What follows belongs to an exercise in optimizing a design on an open flow for small area; a production flow would make more cautious choices. RTL that was checked went through simulation tests only; none was proved equivalent to the original. No activity file was given, so power comes from the tool's default toggle rates.

==> inputs of job 8633 <==
==> flow/design.v <==
module calc (
	output [3:0] col,
	input [3:0] row,
	output [6:0] sseg_A,
	output [9:0] sseg_C,
	output [35:0] value,
	output valid,
	output neg,
	input clk,
	input reset
);
wire det;
wire [3:0] code;
keyscan u_scan (.clk(clk), .reset(reset), .row(row), .col(col), .det(det), .code(code));
wire [3:0] sel;
wire [1:0] c4;
wire conv, rot, binbit, err;
display u_disp (.clk(clk), .reset(reset), .conv(conv), .rot(rot), .binbit(binbit),
	.err(err), .sel(sel), .c4(c4), .sseg_A(sseg_A), .sseg_C(sseg_C));
wire wrn, wrd;
wire [35:0] S, nend;
wire [3:0] key, dend, dfirst;
nring u_nring (.clk(clk), .wr(wrn), .d(S), .q(nend));
dring u_dring (.clk(clk), .wr(wrd), .d(key), .q(dend), .q0(dfirst));
wire xp, xs, sb, selV, selW, selE, inv, cin, vload, qdiv;
wire [6:0] e7;
wire [35:0] V;
wire P35, Q35, Q34;
datapath u_dp (.clk(clk), .xp(xp), .xs(xs), .sb(sb), .selV(selV), .selW(selW),
	.selE(selE), .inv(inv), .cin(cin), .vload(vload), .qdiv(qdiv), .e7(e7),
	.nend(nend), .S(S), .V(V), .P35(P35), .Q35(Q35), .Q34(Q34));
control u_ctl (.clk(clk), .reset(reset), .det(det), .code(code), .sel(sel), .c4(c4),
	.nend35(nend[35]), .dend(dend), .dfirst(dfirst), .P35(P35), .Q35(Q35),
	.Q34(Q34), .V35(V[35]), .S35(S[35]),
	.xp(xp), .xs(xs), .sb(sb), .selV(selV), .selW(selW), .selE(selE), .inv(inv),
	.cin(cin), .vload(vload), .qdiv(qdiv), .e7(e7), .wrn(wrn), .wrd(wrd), .key(key),
	.conv(conv), .rot(rot), .binbit(binbit), .err(err), .valid(valid));
assign value = V;
assign neg = V[35];
endmodule
module keyscan (
	input clk,
	input reset,
	input [3:0] row,
	output [3:0] col,
	output det,
	output reg [3:0] code
);
reg [1:0] ci;             
wire allhi = &row;
always @(posedge clk)
	if (reset) ci <= 2'd3;
	else if (allhi) ci <= ci + 2'd1;
assign col = ~(4'b0001 << ci);
reg held;                 
assign det = !held && !allhi;
always @(posedge clk or posedge reset)
	if (reset) held <= 1'b0;
	else if (det) held <= 1'b1;
	else if (allhi) held <= 1'b0;
always @(*) begin
	case ({row, ci})
		6'b0111_11: code = 4'd7;
		6'b0111_10: code = 4'd8;
		6'b0111_01: code = 4'd9;
		6'b0111_00: code = 4'd10;
		6'b1011_11: code = 4'd4;
		6'b1011_10: code = 4'd5;
		6'b1011_01: code = 4'd6;
		6'b1011_00: code = 4'd11;
		6'b1101_11: code = 4'd1;
		6'b1101_10: code = 4'd2;
		6'b1101_01: code = 4'd3;
		6'b1101_00: code = 4'd12;
		6'b1110_11: code = 4'd15;
		6'b1110_10: code = 4'd0;
		6'b1110_01: code = 4'd14;
		6'b1110_00: code = 4'd13;
		default:    code = 4'd0;
	endcase
end
endmodule
module display (
	input clk,
	input reset,
	input conv,               
	input rot,                
	input binbit,
	input err,
	output reg [3:0] sel,
	output reg [1:0] c4,
	output [6:0] sseg_A,
	output [9:0] sseg_C
);
wire tick = (c4 == 2'd1);
wire [3:0] seln = (sel == 4'd9) ? 4'd0 : sel + 4'd1;
always @(posedge clk or posedge reset)
	if (reset) begin
		c4 <= 2'd0;
		sel <= 4'd0;
	end else begin
		c4 <= c4 + 2'd1;
		if (tick) sel <= seln;
	end
assign sseg_C = ~(10'b1 << sel);
reg [39:0] b;
reg [39:0] adj;
integer k;
always @(*) begin
	for (k = 0; k < 10; k = k + 1) begin
		case ({conv, b[4*k +: 4]})
			5'h15: adj[4*k +: 4] = 4'd8;
			5'h16: adj[4*k +: 4] = 4'd9;
			5'h17: adj[4*k +: 4] = 4'd10;
			5'h18: adj[4*k +: 4] = 4'd11;
			5'h19: adj[4*k +: 4] = 4'd12;
			5'h1a: adj[4*k +: 4] = 4'd13;
			5'h1b: adj[4*k +: 4] = 4'd14;
			5'h1c: adj[4*k +: 4] = 4'd15;
			5'h1d: adj[4*k +: 4] = 4'd0;
			5'h1e: adj[4*k +: 4] = 4'd1;
			5'h1f: adj[4*k +: 4] = 4'd2;
			default: adj[4*k +: 4] = b[4*k +: 4];
		endcase
	end
end
always @(posedge clk)
	b <= {adj[38:0], conv ? binbit : (rot & b[39])};
reg [3:0] dig;
reg [3:0] tap;
always @(*) begin
	case (seln)
		4'd0, 4'd5: tap = b[3:0];
		4'd1, 4'd6: tap = b[11:8];
		4'd2, 4'd7: tap = b[19:16];
		4'd3, 4'd8: tap = b[27:24];
		default:    tap = b[35:32];
	endcase
end
reg [3:0] ecode;
always @(*) begin
	case (seln)
		4'd0, 4'd2, 4'd3: ecode = 4'd11;
		4'd1: ecode = 4'd12;
		4'd4: ecode = 4'd10;
		default: ecode = 4'd13;
	endcase
end
always @(posedge clk)
	if (tick) dig <= err ? ecode : tap;
reg [6:0] sa;
always @(*) begin
	case (dig)
		4'd0: sa = 7'b1000000;
		4'd1: sa = 7'b1111001;
		4'd2: sa = 7'b0100100;
		4'd3: sa = 7'b0110000;
		4'd4: sa = 7'b0011001;
		4'd5: sa = 7'b0010010;
		4'd6: sa = 7'b0000010;
		4'd7: sa = 7'b1111000;
		4'd8: sa = 7'b0000000;
		4'd9: sa = 7'b0011000;
		4'd10: sa = 7'b0000110;
		4'd11: sa = 7'b0101111;
		4'd12: sa = 7'b0100011;
		4'd13: sa = 7'b1111111;
		default: sa = 7'b1000000;
	endcase
end
assign sseg_A = sa;
endmodule
module nring (
	input clk,
	input wr,
	input [35:0] d,
	output [35:0] q
);
reg [36*9-1:0] r;
assign q = r[36*9-1 -: 36];
always @(posedge clk)
	r <= {r[36*8-1:0], wr ? d : q};
endmodule
module dring (
	input clk,
	input wr,
	input [3:0] d,
	output [3:0] q,
	output [3:0] q0
);
reg [4*9-1:0] r;
assign q = r[4*9-1 -: 4];
assign q0 = r[3:0];
always @(posedge clk)
	r <= {r[4*8-1:0], wr ? d : q};
endmodule
module datapath (
	input clk,
	input xp, xs, sb, selV, selW, selE, inv, cin, vload, qdiv,
	input [6:0] e7,
	input [35:0] nend,
	output [35:0] S,
	output reg [35:0] V,
	output P35, Q35, Q34
);
reg [35:0] P, Q;
wire [35:0] X = ({36{xp}} & P) | ({36{xs}} & {P[34:0], 1'b0}) | {35'b0, sb};
wire [35:0] Y = ({36{selV}} & V) | ({36{selW}} & nend) | {29'b0, {7{selE}} & e7};
wire [35:0] Yx = Y ^ {36{inv}};
wire [36:0] cy;
assign cy[0] = cin;
genvar gi;
generate
	for (gi = 0; gi < 36; gi = gi + 1) begin : rca
		assign S[gi] = X[gi] ^ Yx[gi] ^ cy[gi];
		assign cy[gi+1] = (X[gi] & Yx[gi]) | (cy[gi] & (X[gi] ^ Yx[gi]));
	end
endgenerate
always @(posedge clk) begin
	P <= S;
	Q <= {Q[34:0], qdiv ? ~S[35] : P[35]};
	if (vload) V <= S;
end
assign P35 = P[35];
assign Q35 = Q[35];
assign Q34 = Q[34];
endmodule
module control (
	input clk,
	input reset,
	input det,
	input [3:0] code,
	input [3:0] sel,
	input [1:0] c4,
	input nend35,
	input [3:0] dend, dfirst,
	input P35, Q35, Q34, V35, S35,
	output reg xp, xs, sb, selV, selW, selE, inv, cin, vload,
	output qdiv,
	output [6:0] e7,
	output wrn, wrd,
	output reg [3:0] key,
	output conv, rot, binbit,
	output reg err,
	output valid
);
localparam IDLE = 4'd0, DIG = 4'd1, ENT = 4'd2, PUSH = 4'd3, CLR = 4'd4,
           OPW = 4'd5, OPB = 4'd6, OPPH = 4'd7, XFER = 4'd8, ITER = 4'd9,
           FIN = 4'd10, PREP = 4'd11, CONV = 4'd12, FIN2 = 4'd13, VAL = 4'd14;
reg [3:0] st;
reg [5:0] cnt;
reg [3:0] ph;             
reg [3:0] spn, spd;       
reg sgn;
wire isdiv = (key == 4'd13);
wire ismul = (key == 4'd12);
wire issub = (key == 4'd11);
wire isadd = (key == 4'd10);
wire addsub = isadd | issub;
wire isop = addsub | ismul | isdiv;
wire [6:0] e1 = (spd >= 4'd1) ? {3'b0, dend} : 7'd0;
wire [3:0] e2 = (spd >= 4'd2) ? dfirst : 4'd0;
assign e7 = {e2, 3'b0} + {2'b0, e2, 1'b0} + e1;
wire topn = (ph == spn) || (spn == 4'd0);
wire topd = (ph == spd) || (spd == 4'd0);
wire pushn = (ph == spn + 4'd1);
wire pushd = (ph == spd + 4'd1);
wire first = (cnt == 6'd0);
wire last = (cnt == 6'd35);
wire B35 = (spn >= 4'd1) & nend35;
wire A35 = (spn >= 4'd2) & nend35;
wire phok = (sel == 4'd2) && (c4 == (isdiv ? 2'd0 : 2'd2));
always @(*) begin
	xp = 0; xs = 0; sb = 0; selV = 0; selW = 0; selE = 0; inv = 0; cin = 0; vload = 0;
	case (st)
		ENT: selE = 1;
		PUSH: begin
			xp = !isop;
			selV = isop;
		end
		CLR: vload = 1;
		OPW: begin
			selW = (spn >= 4'd1);
			inv = issub | (isdiv & B35);
			cin = inv;
			vload = 1;
		end
		OPB: begin
			if (cnt == 6'd7) begin
				selW = (spn >= 4'd2);
				inv = isdiv & A35;
				cin = inv;
				xp = addsub;
				vload = addsub;
			end else
				xp = 1;
		end
		OPPH: xp = 1;
		XFER: xs = 1;
		ITER: begin
			xs = !first;
			if (isdiv) begin
				sb = Q35;
				selV = 1;
				inv = first | ~P35;
				cin = inv;
			end else
				selV = Q35;
		end
		FIN: begin
			xp = 1;
			vload = ismul;
		end
		PREP: begin
			selV = 1;
			inv = V35;
			cin = V35;
		end
		CONV: begin
			xs = 1;
			sb = isdiv & (Q35 ^ sgn);
		end
		FIN2: begin
			xp = isdiv & !err;
			cin = isdiv & sgn & !err;
			vload = isdiv;
		end
		default: ;
	endcase
end
always @(posedge clk or posedge reset)
	if (reset) begin
		st <= CLR;
		cnt <= 6'd0;
		key <= 4'd0;
		ph <= 4'd1;
		spn <= 4'd0;
		spd <= 4'd0;
		err <= 1'b0;
		sgn <= 1'b0;
	end else begin
		ph <= (ph == 4'd9) ? 4'd1 : ph + 4'd1;
		cnt <= cnt + 6'd1;
		case (st)
			IDLE: begin
				cnt <= 6'd0;
				if (det) begin
					key <= code;
					if (code < 4'd10) st <= DIG;
					else if (code == 4'd14) st <= ENT;
					else if (code == 4'd15) st <= CLR;
					else st <= OPW;
				end
			end
			DIG: if (pushd) begin
				spd <= spd + 4'd1;
				st <= IDLE;
			end
			ENT: if (topd) begin
				spd <= (spd >= 4'd4) ? spd - 4'd4 : 4'd0;
				st <= PUSH;
			end
			PUSH: if (pushn) begin
				spn <= spn + 4'd1;
				st <= IDLE;
			end
			CLR: begin
				spn <= 4'd0;
				spd <= 4'd0;
				if (cnt == 6'd39) st <= IDLE;
			end
			OPW: begin
				cnt <= 6'd0;
				if (topn) begin
					sgn <= isdiv & B35;
					st <= OPB;
				end
			end
			OPB: if (cnt == 6'd7) begin
				sgn <= sgn ^ (isdiv & A35);
				spn <= (spn >= 4'd2) ? spn - 4'd2 : 4'd0;
				st <= OPPH;
			end
			OPPH: begin
				cnt <= 6'd0;
				if (phok) st <= XFER;
			end
			XFER: if (last) begin
				cnt <= 6'd0;
				st <= ITER;
			end
			ITER: if (last) begin
				cnt <= 6'd0;
				st <= isdiv ? CONV : FIN;
			end
			FIN: st <= PREP;
			PREP: begin
				cnt <= 6'd0;
				st <= CONV;
			end
			CONV: begin
				if (first) err <= isdiv & Q35 & Q34;
				if (last) st <= FIN2;
			end
			FIN2: st <= VAL;
			VAL: st <= PUSH;
			default: st <= IDLE;
		endcase
	end
assign wrn = (st == PUSH) && pushn;
assign wrd = (st == DIG) && pushd;
assign qdiv = (st == ITER) && isdiv;
assign valid = (st == VAL);
assign conv = (st == CONV);
assign rot = (st == IDLE) || (st == DIG) || (st == ENT) || (st == PUSH) ||
             (st == FIN2) || (st == VAL);
assign binbit = isdiv ? Q35 : P35;
endmodule
==> flow/run.sh <==
#!/bin/bash
# synth_recipe.tcl (not shown) runs the flow's synth.tcl, then flattens the netlist and writes it again
# the make line also repeats each setting of config.mk as NAME=value (left out here)
make -C /OpenROAD-flow-scripts/flow DESIGN_CONFIG=/design/flow/config.mk WORK_HOME=/design/flow/orfs CLKGATE_MAP_FILE= SYNTH_SCRIPT=/design/flow/synth_recipe.tcl finish
==> flow/config.mk <==
export PLATFORM = sky130hd
export DESIGN_NAME = calc
export DESIGN_NICKNAME = calc
export VERILOG_FILES = /design/flow/design.v
export SDC_FILE = /design/flow/constraint.sdc
export NUM_CORES = 4
export LEC_CHECK = 0
export CAP_MARGIN = 20
export CORE_MARGIN = 2
export CORE_UTILIZATION = 70
export CTS_BUF_LIST = sky130_fd_sc_hd__clkbuf_4
export SLEW_MARGIN = 20
==> flow/constraint.sdc <==
create_clock -name core_clock -period 170.0 [get_ports {clk}]
set_input_delay 34.0000 -clock core_clock [delete_from_list [all_inputs] [get_ports {clk}]]
set_output_delay 34.0000 -clock core_clock [all_outputs]
set_load 0.01 [all_outputs]
==> job 4067 (differences from job 8633) <==
==> flow/design.v, changed modules only <==
module calc (
	output [3:0] col,
	input [3:0] row,
	output [6:0] sseg_A,
	output [9:0] sseg_C,
	output [35:0] value,
	output valid,
	output neg,
	input clk,
	input reset
);
reg [1:0] ci;             
wire allhi = &row;
always @(posedge clk)
	if (reset) ci <= 2'd3;
	else if (allhi) ci <= ci + 2'd1;
assign col = ~(4'b0001 << ci);
reg held;                 
wire det = !held && !allhi;
always @(posedge clk or posedge reset)
	if (reset) held <= 1'b0;
	else if (det) held <= 1'b1;
	else if (allhi) held <= 1'b0;
reg [3:0] code;
always @(*) begin
	case ({row, ci})
		6'b0111_11: code = 4'd7;
		6'b0111_10: code = 4'd8;
		6'b0111_01: code = 4'd9;
		6'b0111_00: code = 4'd10;
		6'b1011_11: code = 4'd4;
		6'b1011_10: code = 4'd5;
		6'b1011_01: code = 4'd6;
		6'b1011_00: code = 4'd11;
		6'b1101_11: code = 4'd1;
		6'b1101_10: code = 4'd2;
		6'b1101_01: code = 4'd3;
		6'b1101_00: code = 4'd12;
		6'b1110_11: code = 4'd15;
		6'b1110_10: code = 4'd0;
		6'b1110_01: code = 4'd14;
		6'b1110_00: code = 4'd13;
		default:    code = 4'd0;
	endcase
end
reg [1:0] c4;             
reg [3:0] sel;            
wire tick = (c4 == 2'd1);
wire [3:0] seln = (sel == 4'd9) ? 4'd0 : sel + 4'd1;
always @(posedge clk or posedge reset)
	if (reset) begin
		c4 <= 2'd0;
		sel <= 4'd0;
	end else begin
		c4 <= c4 + 2'd1;
		if (tick) sel <= seln;
	end
assign sseg_C = ~(10'b1 << sel);
localparam IDLE = 4'd0, DIG = 4'd1, ENT = 4'd2, PUSH = 4'd3, CLR = 4'd4,
           OPW = 4'd5, OPB = 4'd6, OPPH = 4'd7, XFER = 4'd8, ITER = 4'd9,
           FIN = 4'd10, PREP = 4'd11, CONV = 4'd12, FIN2 = 4'd13, VAL = 4'd14;
reg [3:0] st;
reg [5:0] cnt;
reg [3:0] key;
reg [3:0] ph;             
reg [3:0] spn, spd;       
reg err, sgn;
wire isdiv = (key == 4'd13);
wire ismul = (key == 4'd12);
wire issub = (key == 4'd11);
wire isadd = (key == 4'd10);
wire addsub = isadd | issub;
wire isop = addsub | ismul | isdiv;
reg [36*9-1:0] nr;
reg [4*9-1:0] dr;
wire [35:0] nend = nr[36*9-1 -: 36];
wire [3:0] dend = dr[4*9-1 -: 4];
wire [3:0] dfirst = dr[3:0];
reg [35:0] V, P, Q;
reg xp, xs, sb, selV, selW, selE, inv, cin, vload;
wire [6:0] e1 = (spd >= 4'd1) ? {3'b0, dend} : 7'd0;
wire [3:0] e2 = (spd >= 4'd2) ? dfirst : 4'd0;
wire [6:0] e7 = {e2, 3'b0} + {2'b0, e2, 1'b0} + e1;
wire [35:0] X = ({36{xp}} & P) | ({36{xs}} & {P[34:0], 1'b0}) | {35'b0, sb};
wire [35:0] Y = ({36{selV}} & V) | ({36{selW}} & nend) | {29'b0, {7{selE}} & e7};
wire [35:0] S = X + (Y ^ {36{inv}}) + {35'b0, cin};
wire topn = (ph == spn) || (spn == 4'd0);
wire topd = (ph == spd) || (spd == 4'd0);
wire pushn = (ph == spn + 4'd1);
wire pushd = (ph == spd + 4'd1);
wire first = (cnt == 6'd0);
wire last = (cnt == 6'd35);
wire B35 = (spn >= 4'd1) & nend[35];
wire A35 = (spn >= 4'd2) & nend[35];
wire phok = (sel == 4'd2) && (c4 == (isdiv ? 2'd0 : 2'd2));
always @(*) begin
	xp = 0; xs = 0; sb = 0; selV = 0; selW = 0; selE = 0; inv = 0; cin = 0; vload = 0;
	case (st)
		ENT: selE = 1;
		PUSH: begin
			xp = !isop;
			selV = isop;
		end
		CLR: vload = 1;
		OPW: begin
			selW = (spn >= 4'd1);
			inv = issub | (isdiv & B35);
			cin = inv;
			vload = 1;
		end
		OPB: begin
			if (cnt == 6'd7) begin
				selW = (spn >= 4'd2);
				inv = isdiv & A35;
				cin = inv;
				xp = addsub;
				vload = addsub;
			end else
				xp = 1;
		end
		OPPH: xp = 1;
		XFER: xs = 1;
		ITER: begin
			xs = !first;
			if (isdiv) begin
				sb = Q[35];
				selV = 1;
				inv = first | ~P[35];
				cin = inv;
			end else
				selV = Q[35];
		end
		FIN: begin
			xp = 1;
			vload = ismul;
		end
		PREP: begin
			selV = 1;
			inv = V[35];
			cin = V[35];
		end
		CONV: begin
			xs = 1;
			sb = isdiv & (Q[35] ^ sgn);
		end
		FIN2: begin
			xp = isdiv & !err;
			cin = isdiv & sgn & !err;
			vload = isdiv;
		end
		default: ;
	endcase
end
always @(posedge clk or posedge reset)
	if (reset) begin
		st <= CLR;
		cnt <= 6'd0;
		key <= 4'd0;
		ph <= 4'd1;
		spn <= 4'd0;
		spd <= 4'd0;
		err <= 1'b0;
		sgn <= 1'b0;
	end else begin
		ph <= (ph == 4'd9) ? 4'd1 : ph + 4'd1;
		cnt <= cnt + 6'd1;
		case (st)
			IDLE: begin
				cnt <= 6'd0;
				if (det) begin
					key <= code;
					if (code < 4'd10) st <= DIG;
					else if (code == 4'd14) st <= ENT;
					else if (code == 4'd15) st <= CLR;
					else st <= OPW;
				end
			end
			DIG: if (pushd) begin
				spd <= spd + 4'd1;
				st <= IDLE;
			end
			ENT: if (topd) begin
				spd <= (spd >= 4'd4) ? spd - 4'd4 : 4'd0;
				st <= PUSH;
			end
			PUSH: if (pushn) begin
				spn <= spn + 4'd1;
				st <= IDLE;
			end
			CLR: begin
				spn <= 4'd0;
				spd <= 4'd0;
				if (cnt == 6'd39) st <= IDLE;
			end
			OPW: begin
				cnt <= 6'd0;
				if (topn) begin
					sgn <= isdiv & B35;
					st <= OPB;
				end
			end
			OPB: if (cnt == 6'd7) begin
				sgn <= sgn ^ (isdiv & A35);
				spn <= (spn >= 4'd2) ? spn - 4'd2 : 4'd0;
				st <= OPPH;
			end
			OPPH: begin
				cnt <= 6'd0;
				if (phok) st <= XFER;
			end
			XFER: if (last) begin
				cnt <= 6'd0;
				st <= ITER;
			end
			ITER: if (last) begin
				cnt <= 6'd0;
				st <= isdiv ? CONV : FIN;
			end
			FIN: st <= PREP;
			PREP: begin
				cnt <= 6'd0;
				st <= CONV;
			end
			CONV: begin
				if (first) err <= isdiv & Q[35] & Q[34];
				if (last) st <= FIN2;
			end
			FIN2: st <= VAL;
			VAL: st <= PUSH;
			default: st <= IDLE;
		endcase
	end
wire wrn = (st == PUSH) && pushn;
wire wrd = (st == DIG) && pushd;
always @(posedge clk) begin
	nr <= {nr[36*8-1:0], wrn ? S : nend};
	dr <= {dr[4*8-1:0], wrd ? key : dend};
	P <= S;
	Q <= {Q[34:0], (st == ITER && isdiv) ? ~S[35] : P[35]};
	if (vload) V <= S;
end
assign value = V;
assign neg = V[35];
assign valid = (st == VAL);
reg [39:0] b;
wire conv = (st == CONV);
wire rot = (st == IDLE) || (st == DIG) || (st == ENT) || (st == PUSH) ||
           (st == FIN2) || (st == VAL);
wire binbit = isdiv ? Q[35] : P[35];
reg [39:0] adj;
integer k;
always @(*) begin
	for (k = 0; k < 10; k = k + 1) begin
		if (conv && (b[4*k+3] || (b[4*k+2] && (b[4*k+1] || b[4*k]))))
			adj[4*k +: 4] = b[4*k +: 4] + 4'd3;
		else
			adj[4*k +: 4] = b[4*k +: 4];
	end
end
always @(posedge clk)
	b <= {adj[38:0], conv ? binbit : (rot & b[39])};
reg [3:0] dig;
reg [3:0] tap;
always @(*) begin
	case (seln)
		4'd0, 4'd5: tap = b[3:0];
		4'd1, 4'd6: tap = b[11:8];
		4'd2, 4'd7: tap = b[19:16];
		4'd3, 4'd8: tap = b[27:24];
		default:    tap = b[35:32];
	endcase
end
reg [3:0] ecode;
always @(*) begin
	case (seln)
		4'd0, 4'd2, 4'd3: ecode = 4'd11;
		4'd1: ecode = 4'd12;
		4'd4: ecode = 4'd10;
		default: ecode = 4'd13;
	endcase
end
always @(posedge clk)
	if (tick) dig <= err ? ecode : tap;
reg [6:0] sa;
always @(*) begin
	case (dig)
		4'd0: sa = 7'b1000000;
		4'd1: sa = 7'b1111001;
		4'd2: sa = 7'b0100100;
		4'd3: sa = 7'b0110000;
		4'd4: sa = 7'b0011001;
		4'd5: sa = 7'b0010010;
		4'd6: sa = 7'b0000010;
		4'd7: sa = 7'b1111000;
		4'd8: sa = 7'b0000000;
		4'd9: sa = 7'b0011000;
		4'd10: sa = 7'b0000110;
		4'd11: sa = 7'b0101111;
		4'd12: sa = 7'b0100011;
		4'd13: sa = 7'b1111111;
		default: sa = 7'b1000000;
	endcase
end
assign sseg_A = sa;
endmodule
// module keyscan removed
// module display removed
// module nring removed
// module dring removed
// module datapath removed
// module control removed
- CORE_UTILIZATION: 70 -> 45
- CTS_BUF_LIST: sky130_fd_sc_hd__clkbuf_4 -> not set
==> summary.txt <==
- Sequential share of layout area: job 8633 is higher than job 4067 (4.8 points).
- Between job 8633 and job 4067, the lower final cell count is in job 8633 (gap 14%, measured against job 4067).
- In job 4067 the area after synthesis is higher than in job 8633, by about 9%.
- Against job 4067, the hold slack of job 8633 is lower by 0.0084 ns.
- Against job 8633, the first-iteration DRC count of job 4067 is lower by 25%.
- In job 4067 the die area is larger than in job 8633, by about 70%.
- In job 4067 the clock power is larger than in job 8633, by about 4%.
- In sequential cell count, job 4067 and job 8633 do not differ.
- In job 8633 the via count is lower than in job 4067, by 5.4%.
==> figures <==
Result of the run: job 8633 finished clean; job 4067 finished clean
Cell Area, Placed: job 8633 18400 um2; job 4067 20200 um2
Worst-Skew Late Latency: job 8633 0.79 ns; job 4067 0.60 ns
CTS buffer count: job 8633 131; job 4067 52
Global routing met1 resource utilization: job 8633 36.0%; job 4067 22.0%
Leakage power figure: job 8633 7.98 nW; job 4067 8.82 nW
Non-clock buffer count: job 8633 72; job 4067 73
Vias in the first global route: job 8633 11800; job 4067 11800
Post-route core utilization: job 8633 82.6%; job 4067 52.5%
Fraction of layout instances using a drive strength above 1: job 8633 14.4%; job 4067 9.22%
Share of power burned in registers: job 8633 53.9%; job 4067 53.0%
Number of inserted filler cells in the final layout: job 8633 1351; job 4067 3696
Netlist cell types: job 8633 76; job 4067 73
Final worst path period share: job 8633 21.5%; job 4067 21.5%
Aggregate global-route resource usage: job 8633 29.6%; job 4067 16.3%
Peak supply drop: job 8633 0.00000965 V; job 4067 0.00000981 V
Worst setup margin: job 8633 133.45 ns; job 4067 133.42 ns
Via/cell ratio: job 8633 5.62; job 4067 5.12
Worst-path maximum fanout: job 8633 6; job 4067 21
Multi-input combinational cell count: job 8633 748; job 4067 981
Only the layout flow was run in job 8633; the RTL was not checked for function there.

re-timing with driven ports:
Ports are ideal in the flow. The routed layouts listed here were re-timed in OpenROAD. Step 1 assumes that a clkbuf_16 drives the clock port and a buf_2 every other input. Step 2 moves the port delays by t, midway between the first and last clock arrival at a register: inputs arrive t later, outputs are due t later. That takes back most of the time a late clock gives input paths. Slacks: ideal ports / drivers / drivers and shift; pairs: ideal ports / drivers.
run	t (ns)	setup WS [ns]	latest minus earliest clock arrival (ns)	worst slew at a driven data input, ns
job 8633	0.798	133.451 / 133.407 / 133.735	0.066 / 0.065	0.03
job 4067	0.643	133.420 / 133.369 / 133.593	0.032 / 0.032	0.03
After both steps every run listed still meets setup and hold.
